Context: an optimization exercise on an open-source flow, tuned for small area, a short achievable clock period and few clock cycles. The choices shown serve that exercise and are no tape-out recipe. Function was checked by simulation only, so behaviour that the tests miss may differ from the original. No activity file was given, so power comes from the tool's default toggle rates.

job 2771:
==> flow/design.v <==
module opsel (e_a, e_b, e_t, w_res, x_res, res,
              a_w, a_x, a_e, b_w, b_wi, b_x, b_xi, b_e, b_ei, b_t, c_w, c_x, c_e,
              a, b, c, sd);
    input  [31:0] e_a, e_b;      
    input  [31:0] e_t;           
    input  [31:0] w_res;         
    input  [31:0] x_res;         
    input  [31:0] res;           
    input         a_w, a_x, a_e;                        
    input         b_w, b_wi, b_x, b_xi, b_e, b_ei, b_t;  
    input         c_w, c_x, c_e;                        
    output [31:0] a, b;          
    output [31:0] c;             
    output [31:0] sd;            
    assign a  = ({32{a_w}} & w_res) | ({32{a_x}} & x_res) | ({32{a_e}} & e_a);
    assign b  = ({32{b_w}} & w_res) | ({32{b_wi}} & ~w_res) |
                ({32{b_x}} & x_res) | ({32{b_xi}} & ~x_res) |
                ({32{b_e}} & e_b)   | ({32{b_ei}} & ~e_b)   | ({32{b_t}} & e_t);
    assign c  = ({32{c_w}} & w_res) | ({32{c_x}} & x_res) | ({32{c_e}} & e_b);
    assign sd = ({32{c_w}} & res)   | ({32{c_x}} & x_res) | ({32{c_e}} & e_b);
endmodule
module alu (a, b, cin, fn, y);
    input  [31:0] a, b;          
    input         cin;           
    input  [1:0]  fn;            
    output [31:0] y;
    wire [32:0] sum_x = {a, cin} + {b, cin};
    wire [31:0] sum   = sum_x[32:1];
    reg [31:0] r;
    always @(*) begin
        case (fn)
            2'd0: r = sum;
            2'd1: r = {31'b0, sum[31]};
            2'd2: r = a | b;
            default: r = a & b;
        endcase
    end
    assign y = r;
endmodule
module cmp (a, c, eq);
    input  [31:0] a, c;
    output        eq;
    assign eq = (a == c);
endmodule
module PC_Adder (pc, imm, pc_br, pc_4);
    input  [31:0] pc;
    input  [12:0] imm;           
    output [31:0] pc_br, pc_4;
    wire [18:0] hi     = pc[31:13];
    wire [18:0] hi_inc = hi + 19'd1;
    wire [18:0] hi_dec = hi - 19'd1;
    wire [13:0] lo = {1'b0, pc[12:0]} + {1'b0, imm};
    wire        c  = lo[13];
    wire        s  = imm[12];
    assign pc_br = {(c & ~s) ? hi_inc : (~c & s) ? hi_dec : hi, lo[12:0]};
    wire [11:0] lo4 = {1'b0, pc[12:2]} + 12'd1;
    assign pc_4 = {lo4[11] ? hi_inc : hi, lo4[10:0], pc[1:0]};
endmodule
module register_file (clk, rst, we, wa, wd, ra1, ra2, rd1, rd2);
    input clk, rst;
    input we;                    
    input [4:0] wa, ra1, ra2;
    input [31:0] wd;
    output [31:0] rd1, rd2;
    reg  [31:1] vld;
    wire [32*32-1:0] q;          
    assign q[31:0] = 32'b0;
    genvar i;
    generate
        for (i = 1; i < 32; i = i + 1) begin : g_reg
            reg [31:0] r;
            wire wsel = we & (wa == i);
            always @(posedge clk or negedge rst) begin
                if (!rst)
                    vld[i] <= 1'b0;
                else if (wsel)
                    vld[i] <= 1'b1;
            end
            always @(posedge clk) begin
                if (wsel)
                    r <= wd;
            end
            assign q[32*i +: 32] = r;
        end
    endgenerate
    wire [31:1] s1, s2;
    generate
        for (i = 1; i < 32; i = i + 1) begin : g_sel
            assign s1[i] = vld[i] & (ra1 == i);
            assign s2[i] = vld[i] & (ra2 == i);
        end
    endgenerate
    genvar b;
    generate
        for (b = 0; b < 32; b = b + 1) begin : g_rd
            wire [31:1] d;
            for (i = 1; i < 32; i = i + 1) begin : g_d
                assign d[i] = q[32*i + b];
            end
            rf_read_bit u_rd1 (.s(s1), .d(d), .o(rd1[b]));
            rf_read_bit u_rd2 (.s(s2), .d(d), .o(rd2[b]));
        end
    endgenerate
endmodule
module rf_read_bit (s, d, o);
    input  [31:1] s, d;
    output o;
    assign o = |(s & d);
endmodule
module pipeline_top (clk, rst, imem_addr, imem_rdata, dmem_addr, dmem_wdata, dmem_we, dmem_rdata);
    input clk, rst;
    output [31:0] imem_addr;
    input  [31:0] imem_rdata;
    output [31:0] dmem_addr;
    output [31:0] dmem_wdata;
    output        dmem_we;
    input  [31:0] dmem_rdata;
    reg [31:0] pc;
    reg        e_wen, e_st, e_br;    
    reg        a_w, a_x, a_e;        
    reg        b_w, b_wi, b_x, b_xi, b_e, b_ei, b_t;
    reg        c_w, c_x, c_e;
    reg        e_ld, e_sub;
    reg [1:0]  e_fn;                 
    reg [4:0]  e_rd;
    reg [31:0] e_a, e_b;             
    reg [31:0] e_t;                  
    reg        w_wen, w_st;          
    reg        w_ld;
    reg [4:0]  w_rd;
    reg [31:0] w_res, w_wd;          
    reg [31:0] x_res;
    wire [31:0] res = w_ld ? dmem_rdata : w_res;
    assign dmem_addr  = w_res;
    assign dmem_wdata = w_wd;
    assign dmem_we    = w_st;
    wire [31:0] a, b, c, sd, alu;
    wire        eq;
    opsel u_opsel (
        .e_a(e_a), .e_b(e_b), .e_t(e_t), .w_res(w_res), .x_res(x_res), .res(res),
        .a_w(a_w), .a_x(a_x), .a_e(a_e),
        .b_w(b_w), .b_wi(b_wi), .b_x(b_x), .b_xi(b_xi), .b_e(b_e), .b_ei(b_ei), .b_t(b_t),
        .c_w(c_w), .c_x(c_x), .c_e(c_e),
        .a(a), .b(b), .c(c), .sd(sd)
    );
    alu u_alu (.a(a), .b(b), .cin(e_sub), .fn(e_fn), .y(alu));
    cmp u_cmp (.a(a), .c(c), .eq(eq));
    wire taken = e_br & eq;
    wire [31:0] ins = imem_rdata;
    wire [6:0]  op  = ins[6:0];
    wire [2:0]  f3  = ins[14:12];
    wire [4:0]  rs1 = ins[19:15];
    wire [4:0]  rs2 = ins[24:20];
    wire [4:0]  rd  = ins[11:7];
    wire is_r  = (op == 7'b0110011);
    wire is_lw = (op == 7'b0000011);
    wire is_sw = (op == 7'b0100011);
    wire is_br = (op == 7'b1100011);
    wire jmp   = is_br & (rs1 == rs2);      
    wire [31:0] immI = {{20{ins[31]}}, ins[31:20]};
    wire [31:0] immS = {{20{ins[31]}}, ins[31:25], ins[11:7]};
    wire [12:0] immB = {ins[31], ins[7], ins[30:25], ins[11:8], 1'b0};
    wire [31:0] pc_br, pc_4;
    PC_Adder u_pc_add (.pc(pc), .imm(immB), .pc_br(pc_br), .pc_4(pc_4));
    wire [31:0] rf1, rf2;
    register_file u_rf (
        .clk(clk), .rst(rst),
        .we(w_wen), .wa(w_rd), .wd(res),
        .ra1(rs1), .ra2(rs2), .rd1(rf1), .rd2(rf2)
    );
    wire m1 = e_wen && (e_rd == rs1);
    wire m2 = e_wen && (e_rd == rs2);
    wire n1 = w_wen && (w_rd == rs1);
    wire n2 = w_wen && (w_rd == rs2);
    wire sub = is_r & (((f3 == 3'b000) & ins[30]) | (f3 == 3'b010));
    wire [1:0] fn = !is_r          ? 2'd0 :
                    (f3 == 3'b010) ? 2'd1 :
                    (f3 == 3'b110) ? 2'd2 :
                    (f3 == 3'b111) ? 2'd3 : 2'd0;
    wire [31:0] t_next = is_br ? pc_br : is_sw ? immS : immI;
    wire br   = is_br & ~jmp;               
    wire use1 = is_r | is_lw | is_sw | br;
    wire sa_w = m1;
    wire sa_x = ~m1 & n1;
    wire sa_e = ~m1 & ~n1;
    wire sb_w = m2;
    wire sb_x = ~m2 & n2;
    wire sb_e = ~m2 & ~n2;
    wire stall = e_ld & ((m1 & use1) | (m2 & (is_r | br)));
    always @(posedge clk or negedge rst) begin
        if (!rst) begin
            pc    <= 32'b0;
            e_wen <= 1'b0;
            e_st  <= 1'b0;
            e_br  <= 1'b0;
            w_wen <= 1'b0;
            w_st  <= 1'b0;
        end else begin
            if (!stall)
                pc <= taken ? e_t : (jmp ? pc_br : pc_4);
            e_wen <= ~taken & ~stall & (is_r | is_lw) & (rd != 5'd0);
            e_st  <= ~taken & ~stall & is_sw;
            e_br  <= ~taken & ~stall & br;
            w_wen <= e_wen;
            w_st  <= e_st;
        end
    end
    always @(posedge clk) begin
        a_w   <= sa_w;
        a_x   <= sa_x;
        a_e   <= sa_e;
        b_w   <= is_r & sb_w & ~sub;
        b_wi  <= is_r & sb_w & sub;
        b_x   <= is_r & sb_x & ~sub;
        b_xi  <= is_r & sb_x & sub;
        b_e   <= is_r & sb_e & ~sub;
        b_ei  <= is_r & sb_e & sub;
        b_t   <= ~is_r;
        c_w   <= sb_w;
        c_x   <= sb_x;
        c_e   <= sb_e;
        e_ld  <= is_lw & ~stall;
        e_sub <= sub;
        e_fn  <= fn;
        e_rd  <= rd;
        e_a   <= rf1;
        e_b   <= rf2;
        e_t   <= t_next;
        x_res <= res;
        w_ld  <= e_ld;
        w_res <= alu;
        w_rd  <= e_rd;
        w_wd  <= sd;
    end
    assign imem_addr = pc;
endmodule
Settings: LEC_CHECK=0, CAP_MARGIN=20, CORE_MARGIN=2, CORE_UTILIZATION=40, CTS_CLUSTER_DIAMETER=60, CTS_CLUSTER_SIZE=20, SETUP_SLACK_MARGIN=4.95, SLEW_MARGIN=20, SYNTH_HIERARCHICAL=1; clock period 8.0 ns.
standard.sh (not shown) runs the stock make flow with config.mk's settings and CLKGATE_MAP_FILE= SYNTH_SCRIPT=/design/flow/synth_recipe.tcl, a recipe that flattens the netlist after the stock synthesis.
==> flow/flow/run.sh <==
#!/bin/bash
# Layout flow: the standard flow, except for synthesis, where ABC maps
# the operand selection, the ALU, the branch comparison, the register-file
# read slices and the fetch-address adders each
# on its own with a delay-driven script, ORFS's full-adder extraction is off,
# and the register-file read slice is the gate-level netlist in
# rf_read_bit_cells.v (see synth_custom.tcl); and the ports are buffered with buf_2 cells
# (the standard flow picks a delay cell). Everything else is standard.sh
# unchanged. Each step's output goes to a log file here.
set -euo pipefail
W=$PWD
export FAST_MODULES="opsel:400 alu:1200 cmp:500 rf_read_bit:600 PC_Adder:1000"
export GATE_MODULES="rf_read_bit:rf_read_bit_cells.v"
make -C "$FLOW_HOME" DESIGN_CONFIG="$FLOW_CONFIG" WORK_HOME="$W/orfs" CLKGATE_MAP_FILE= \
    SYNTH_SCRIPT="$W/flow/synth_custom.tcl" ADDER_MAP_FILE= synth \
    > "$W/run_synth.log" 2>&1
bash "$W/standard.sh" BUFFER_PORTS_ARGS="-buffer_cell sky130_fd_sc_hd__buf_2" finish > "$W/run_layout.log" 2>&1
Other scripts of this flow, unchanged in this note and not shown: flow/flow/rf_read_bit_cells.v, flow/flow/synth_custom.tcl
Testbench counts of job 2771, summed over its fixed seeds: cycles 15,181.
The inputs of job 3782 differ from those of job 2771 as listed below.
- SETUP_SLACK_MARGIN changed from 4.95 to 4.8
- CTS_CLUSTER_DIAMETER changed from 60 to 80
- CORE_UTILIZATION changed from 40 to 55
- CTS_CLUSTER_SIZE changed from 20 to 30
Notes after the runs:
e_a[19] as the capturing instance or port of the critical path was reported by job 2771, and e_b[5] by job 3782.
Compared to job 2771, job 3782 has clock-pin transition on the worst setup and hold timing paths 30 ps higher.
As of job 3782, via density per instance had risen by more than 10% compared to job 2771.
Job 2771 -> job 3782: wire length flat
#### Input delta (job 2368 over job 3782)
- CORE_UTILIZATION changed from 55 to 40
- SETUP_SLACK_MARGIN changed from 4.8 to 4.95
--- outcome ---
- No stage failed in job 2368, and the final checks on the layout all came back clean.
- Looking at detailed-route via count, job 2368 sits below job 3782.
- Power dissipated in combinational cells, job 2368 vs job 3782: up by more than 10%
- Power density normalized to cell area: lower on job 2368
- Job 2368: synthesis-to-finish area growth is 4.2 points higher than what job 3782 reported.
- In job 2368, the number of buffers and inverters on the critical path came out 2 below the value in job 3782.
- In the flow results for job 3782 and job 2368, the shortest clock period the worst path allows after layout is smaller on job 2368.
- Taking job 3782 as the reference, in job 2368 total sequential power was more or less identical; total design power went up by 1.5%; global-route wire length before repair went down by 1.1%.
- The run with more setup slack is job 2368; job 3782 has less.
- Between job 2368 and job 3782, the routed wire length figures differ only marginally.

## what the ideal ports hide
The flow's constraints put no driver on any port. The routed layouts listed below were extracted and timed again, unchanged, in two steps. Step 1: set_driving_cell puts a clkbuf_16 on clk and a buf_2 on each other input, an assumption about the parent block. Step 2 moves the port delays by t, midway between the first and last clock arrival at a register: inputs arrive t later, outputs are due t later. That takes back most of the time a late clock gives input paths. a / b / c = no drivers / after step 1 / after step 2; a / b = the first two.
run	t, ns	slack for setup (ns)	clock arrival spread, ns
job 2771	0.809	4.891 / 4.824 / 4.015	0.042 / 0.043
job 3782	0.801	4.713 / 4.658 / 3.857	0.048 / 0.047
job 2368	0.802	4.860 / 4.850 / 4.048	0.049 / 0.048
After both steps every run listed still meets setup and hold. For job 2771, which loses most, drivers alone change the setup slack by -0.067 ns; drivers and shift together by -0.876 ns.
